Context: an optimization exercise on an open-source flow, tuned for small area and a short achievable clock period. The choices shown serve that exercise and are no tape-out recipe. At most, simulation tests tie the RTL to the original design; equivalence was not proved. The flow treats the clock pin as an ideal source. Dropping or thinning the clock tree relies on that and would not hold on a real chip.

Setup of lane 1:
==> flow/design.v (excerpt) <==
module encoder (
    input clk,
    input rst_n,
    input [31:0] data_in,
    output logic [31:0] data_out
);
    logic [7:0] cnt;              
    logic [7:0] cnt_nxt;
    logic [1:0] u, un;
    logic [5:0] v, vn;
    assign cnt_nxt = (cnt == 8'd254) ? 8'd0 : cnt + 8'd1;
    assign u = cnt[7:6];
    assign v = cnt[5:0];
    assign un = cnt_nxt[7:6];
    assign vn = cnt_nxt[5:0];
    always_ff @(posedge clk) begin
        if (!rst_n) cnt <= 8'd254;
        else cnt <= cnt_nxt;
    end
    logic acc;
    logic [7:0] cnt_nxt2;
    assign cnt_nxt2 = (cnt_nxt == 8'd254) ? 8'd0 : cnt_nxt + 8'd1;
    always_ff @(posedge clk) begin
        if (!rst_n) acc <= 1'b1;
        else acc <= (cnt_nxt2[5:0] < 6'd59) || (cnt_nxt2[5:0] == 6'd59 && cnt_nxt2[7:6] != 2'd3);
    end
    logic [3:0][7:0] enc;
    always_ff @(posedge clk) begin
        enc[3] <= data_in[31:24];
        if (acc) enc[2:0] <= data_in[23:0];
    end
    logic [7:0] el [0:3];
    logic [7:0] cat [0:7];        
    always_comb begin
        for (int s = 0; s < 4; s++) begin
            el[s] = enc[3 - s];
            cat[s] = enc[3 - s];
            cat[s + 4] = data_in[31 - 8 * s -: 8];
        end
    end
    logic [127:0] par;            
    logic [127:0] peff;
    logic [31:0] fb;              
    logic [127:0] mp;
    logic [127:0] pnew;
    logic [3:0][7:0] rot;
    logic [3:0][7:0] rot_d;
    logic ptop_n;
    always_comb begin
        ptop_n = (vn != 6'd0) && (vn <= 6'd59);
        for (int j = 0; j < 4; j++) begin
            rot_d[j] = cat[j + 3 - un];
  ...
Size in the first run: roughly 230 flip-flops, roughly 66 I/O pins, roughly 0.015 mm2 of cells after synthesis.
export LEC_CHECK = 0
export CAP_MARGIN = 20
export CORE_MARGIN = 2
export CORE_UTILIZATION = 65
export SLEW_MARGIN = 20
create_clock -name core_clock -period 14.0 [get_ports {clk}]
standard.sh (not shown) runs the stock make flow with config.mk's settings and CLKGATE_MAP_FILE= SYNTH_SCRIPT=/design/flow/synth_recipe.tcl, a recipe that flattens the netlist after the stock synthesis.
==> flow/flow/run.sh <==
#!/bin/bash
# Standard layout, except: the synthesis maps with flow/abc_speed.script,
# the clock tree is flow/ctree.tcl's two-level tree, the ports get plain
# buffers, timing repair aims below the period, and the wire capacitance
# the placement-stage timing estimates use is scaled up by 1.3 (closer to
# the extracted values).
set -euo pipefail
rm -rf scripts_local
cp -r "$FLOW_HOME/scripts" scripts_local
cp flow/abc_speed.script scripts_local/abc_speed.script
sed -i 's|^log_cmd clock_tree_synthesis .*|source $::env(CTREE_TCL)|' scripts_local/cts.tcl
grep -q CTREE_TCL scripts_local/cts.tcl
python3 - "$FLOW_HOME/platforms/sky130hd/setRC.tcl" 1.3 > setRC_scaled.tcl <<'PY'
import re, sys
s = open(sys.argv[1]).read()
k = float(sys.argv[2])
print(re.sub(r'-capacitance ([0-9.Ee+-]+)', lambda m: '-capacitance %g' % (float(m.group(1)) * k), s))
PY
export LAYER_PARASITICS_FILE=$PWD/setRC_scaled.tcl
export CTREE_TCL=$PWD/flow/ctree.tcl
export CTREE_LEAF=20
export CTREE_BUF_LEAF=sky130_fd_sc_hd__clkbuf_16
export CTREE_BUF_TOP=sky130_fd_sc_hd__clkbuf_16
export SCRIPTS_DIR=$PWD/scripts_local
export BUFFER_PORTS_ARGS="-buffer_cell sky130_fd_sc_hd__buf_2"
export SETUP_SLACK_MARGIN=10.2
bash standard.sh > standard.log 2>&1
Other scripts of this flow, unchanged in this note and not shown: flow/flow/abc_speed.script, flow/flow/ctree.tcl
The inputs of lane 2 differ from those of lane 1 as listed below.
--- a/flow/design.v
+++ b/flow/design.v
@@ -43,38 +43,38 @@
     logic [31:0] fb;              
     logic [127:0] mp;
     logic [127:0] pnew;
     logic [3:0][7:0] rot;
     logic [3:0][7:0] rot_d;
     logic ptop_n;
     always_comb begin
         ptop_n = (vn != 6'd0) && (vn <= 6'd59);
         for (int j = 0; j < 4; j++) begin
             rot_d[j] = cat[j + 3 - un];
             if ((j == 0 && vn == 6'd0) || vn > 6'd59) rot_d[j] = 8'd0;
-            if (ptop_n) rot_d[j] = rot_d[j] ^ pnew[8 * (15 - j) +: 8];
+            if (!ptop_n) rot_d[j] = rot_d[j] ^ pnew[8 * (15 - j) +: 8];
         end
     end
     always_ff @(posedge clk) begin
         rot <= rot_d;
     end
     logic first;
     always_ff @(posedge clk) begin
         if (!rst_n) first <= 1'b0;
         else first <= (vn == 6'd0);
     end
     assign peff[127:96] = par[127:96];
     assign peff[95:0] = first ? 96'd0 : par[95:0];
     always_comb begin
         for (int e = 0; e < 4; e++)
-            fb[8 * e +: 8] = rot[3 - e];
+            fb[8 * e +: 8] = peff[8 * (12 + e) +: 8] ^ rot[3 - e];
         pnew = {peff[95:0], 32'd0} ^ mp;
     end
     logic [208:0] cx;
     assign cx[0] = fb[4] ^ fb[21];
     assign cx[1] = fb[20] ^ fb[31];
     assign cx[2] = fb[9] ^ fb[23];
     assign cx[3] = fb[6] ^ fb[8];
     assign cx[4] = fb[5] ^ fb[28];
     assign cx[5] = fb[0] ^ fb[18];
     assign cx[6] = fb[7] ^ fb[30];
     assign cx[7] = fb[3] ^ fb[11];
--- outcome ---
Lane 2 ends up with a last weighted congestion value of the routability-driven placer that is about 0.9% higher than in lane 1. Against lane 1, lane 2 reports a slew at the pin with the worst max-slew slack that is higher. Lane 2 ended up with a higher global routing usage on met1 than lane 1 did. Changes observed in lane 2 relative to lane 1: clock period minus worst slack rose 0.025 ns, routed wire length now sits higher, per-instance average area after synthesis rose by about 0.6%, number of flip-flops and latches in the synthesized netlist has increased. Lane 2: post-place setup slack higher than lane 1. Lane 2 can be clocked slower than lane 1. In lane 2 relative to lane 1, first-pass GRT wire length had gone up by a few percent. In the metrics for lane 1 and lane 2, the one carrying the higher final design area excluding fillers is lane 2. Of lane 1 and lane 2, the run reporting the lower clock input transition at the sequential cells of the worst setup and hold paths was lane 2.
No run of this note takes its clock network from TritonCTS; it comes from the design's own scripts or RTL.

---

== v6 ==
encoder with an RTL version that a note above also has.
Size in the first run: roughly 230 flip-flops, roughly 66 I/O pins, ~15000 sq um of cells after synthesis.
Design encoder, start of the top module:
module encoder (
    input clk,
    input rst_n,
    input [31:0] data_in,
    output logic [31:0] data_out
);
clock: 14.0 ns
lec_check: 0
cap_margin: 20
core_margin: 2
core_utilization: 65
slew_margin: 20
==> flow/flow/run.sh <==
#!/bin/bash
# Standard layout, except: the synthesis maps with flow/abc_speed.script,
# the clock tree is flow/ctree.tcl's two-level tree, the ports get plain
# buffers, timing repair aims below the period, and the wire capacitance
# the placement-stage timing estimates use is scaled up by 1.3 (closer to
# the extracted values).
set -euo pipefail
rm -rf scripts_local
cp -r "$FLOW_HOME/scripts" scripts_local
cp flow/abc_speed.script scripts_local/abc_speed.script
sed -i 's|^log_cmd clock_tree_synthesis .*|source $::env(CTREE_TCL)|' scripts_local/cts.tcl
grep -q CTREE_TCL scripts_local/cts.tcl
python3 - "$FLOW_HOME/platforms/sky130hd/setRC.tcl" 1.3 > setRC_scaled.tcl <<'PY'
import re, sys
s = open(sys.argv[1]).read()
k = float(sys.argv[2])
print(re.sub(r'-capacitance ([0-9.Ee+-]+)', lambda m: '-capacitance %g' % (float(m.group(1)) * k), s))
PY
export LAYER_PARASITICS_FILE=$PWD/setRC_scaled.tcl
export CTREE_TCL=$PWD/flow/ctree.tcl
export CTREE_LEAF=20
export SCRIPTS_DIR=$PWD/scripts_local
export BUFFER_PORTS_ARGS="-buffer_cell sky130_fd_sc_hd__buf_2"
export SETUP_SLACK_MARGIN=10.3
bash standard.sh > standard.log 2>&1
Other scripts of this flow, unchanged in this note and not shown: flow/flow/abc_speed.script, flow/flow/ctree.tcl
For v7, these inputs were changed with respect to v6:
--- a/flow/design.v
+++ b/flow/design.v
@@ -14,12 +14,17 @@
     assign un = cnt_nxt[7:6];
     assign vn = cnt_nxt[5:0];
     always_ff @(posedge clk) begin
         if (!rst_n) cnt <= 8'd254;
         else cnt <= cnt_nxt;
     end
+    logic ptop;
+    always_ff @(posedge clk) begin
+        if (!rst_n) ptop <= 1'b0;
+        else ptop <= (vn != 6'd0) && (vn <= 6'd59);
+    end
     logic acc;
     logic [7:0] cnt_nxt2;
     assign cnt_nxt2 = (cnt_nxt == 8'd254) ? 8'd0 : cnt_nxt + 8'd1;
     always_ff @(posedge clk) begin
         if (!rst_n) acc <= 1'b1;
         else acc <= (cnt_nxt2[5:0] < 6'd59) || (cnt_nxt2[5:0] == 6'd59 && cnt_nxt2[7:6] != 2'd3);
@@ -35,37 +40,34 @@
         for (int s = 0; s < 4; s++) begin
             el[s] = enc[3 - s];
             cat[s] = enc[3 - s];
             cat[s + 4] = data_in[31 - 8 * s -: 8];
         end
     end
-    logic [127:0] par;            
-    logic [127:0] peff;
-    logic [31:0] fb;              
-    logic [127:0] mp;
-    logic [127:0] pnew;
     logic [3:0][7:0] rot;
     logic [3:0][7:0] rot_d;
-    logic ptop_n;
     always_comb begin
-        ptop_n = (vn != 6'd0) && (vn <= 6'd59);
         for (int j = 0; j < 4; j++) begin
             rot_d[j] = cat[j + 3 - un];
             if ((j == 0 && vn == 6'd0) || vn > 6'd59) rot_d[j] = 8'd0;
-            if (!ptop_n) rot_d[j] = rot_d[j] ^ pnew[8 * (15 - j) +: 8];
         end
     end
     always_ff @(posedge clk) begin
         rot <= rot_d;
     end
+    logic [127:0] par;            
+    logic [127:0] peff;
+    logic [31:0] fb;              
+    logic [127:0] mp;
+    logic [127:0] pnew;
     logic first;
     always_ff @(posedge clk) begin
         if (!rst_n) first <= 1'b0;
         else first <= (vn == 6'd0);
     end
-    assign peff[127:96] = par[127:96];
+    assign peff[127:96] = ptop ? par[127:96] : 32'd0;
     assign peff[95:0] = first ? 96'd0 : par[95:0];
     always_comb begin
         for (int e = 0; e < 4; e++)
             fb[8 * e +: 8] = peff[8 * (12 + e) +: 8] ^ rot[3 - e];
         pnew = {peff[95:0], 32'd0} ^ mp;
     end
## What came out
v6 ran to completion and came out clean on the timing, DRC and antenna checks. v7 finished every step from synthesis to the final layout, and the layout passed the timing, DRC and antenna checks. Looking only at violation count after the first detailed-routing iteration, and setting everything else aside, the higher value of v7 and v6 goes to v7. v7 reports a higher number of instances on the worst hold path than v6 does. v7 against v6: final area grew by 1200 sq um; wire length rose by 7.3 mm. The via count reported for v7 is higher than the one for v6. The register-to-register setup slack on v6 is in line with that on v7. Diff v6 -> v7 | wire length of the first global-routing pass | up by more than 10%. Relative to v6, v7 degrades shortest clock period the worst path allows after layout. On count of final hold-check violations, v7 and v6 are neck and neck. Die size: v7 is under v6.
Only the layout flow was run in v7; the RTL was not checked for function there. In every run of this note, the design's own scripts or RTL, not TritonCTS, make the clock network.

## afterwards: timing with drivers on the ports
The results above use ideal ports. As a check the final layouts listed here were re-extracted and re-timed, cells and wires unchanged.
Step 1 assumes that a clkbuf_16 drives the clock port and a buf_2 every other input.
Step 2 adds t to the input delays and takes it off the output delays; t is the mean of the earliest and latest rising clock arrival at the registers after step 1. Input paths then give back, and output paths get back, about the clock's delay inside the block.
a / b / c = ideal ports / drivers / drivers and shift; a / b = the first two.
run | shift t [ns] | setup slack, ns | worst register clock-pin slew, ns
lane 1 | 0.420 | 10.414 / 10.296 / 10.121 | 0.10 / 0.10
lane 2 | 0.419 | 10.389 / 10.272 / 10.299 | 0.10 / 0.10
v6 | 0.417 | 10.401 / 10.286 / 10.311 | 0.10 / 0.10
v7 | 0.418 | 10.389 / 10.274 / 10.429 | 0.10 / 0.10
After both steps setup and hold are still met in every run listed. For lane 1, which loses most, drivers alone change the setup slack by -0.118 ns; drivers and shift together by -0.293 ns.
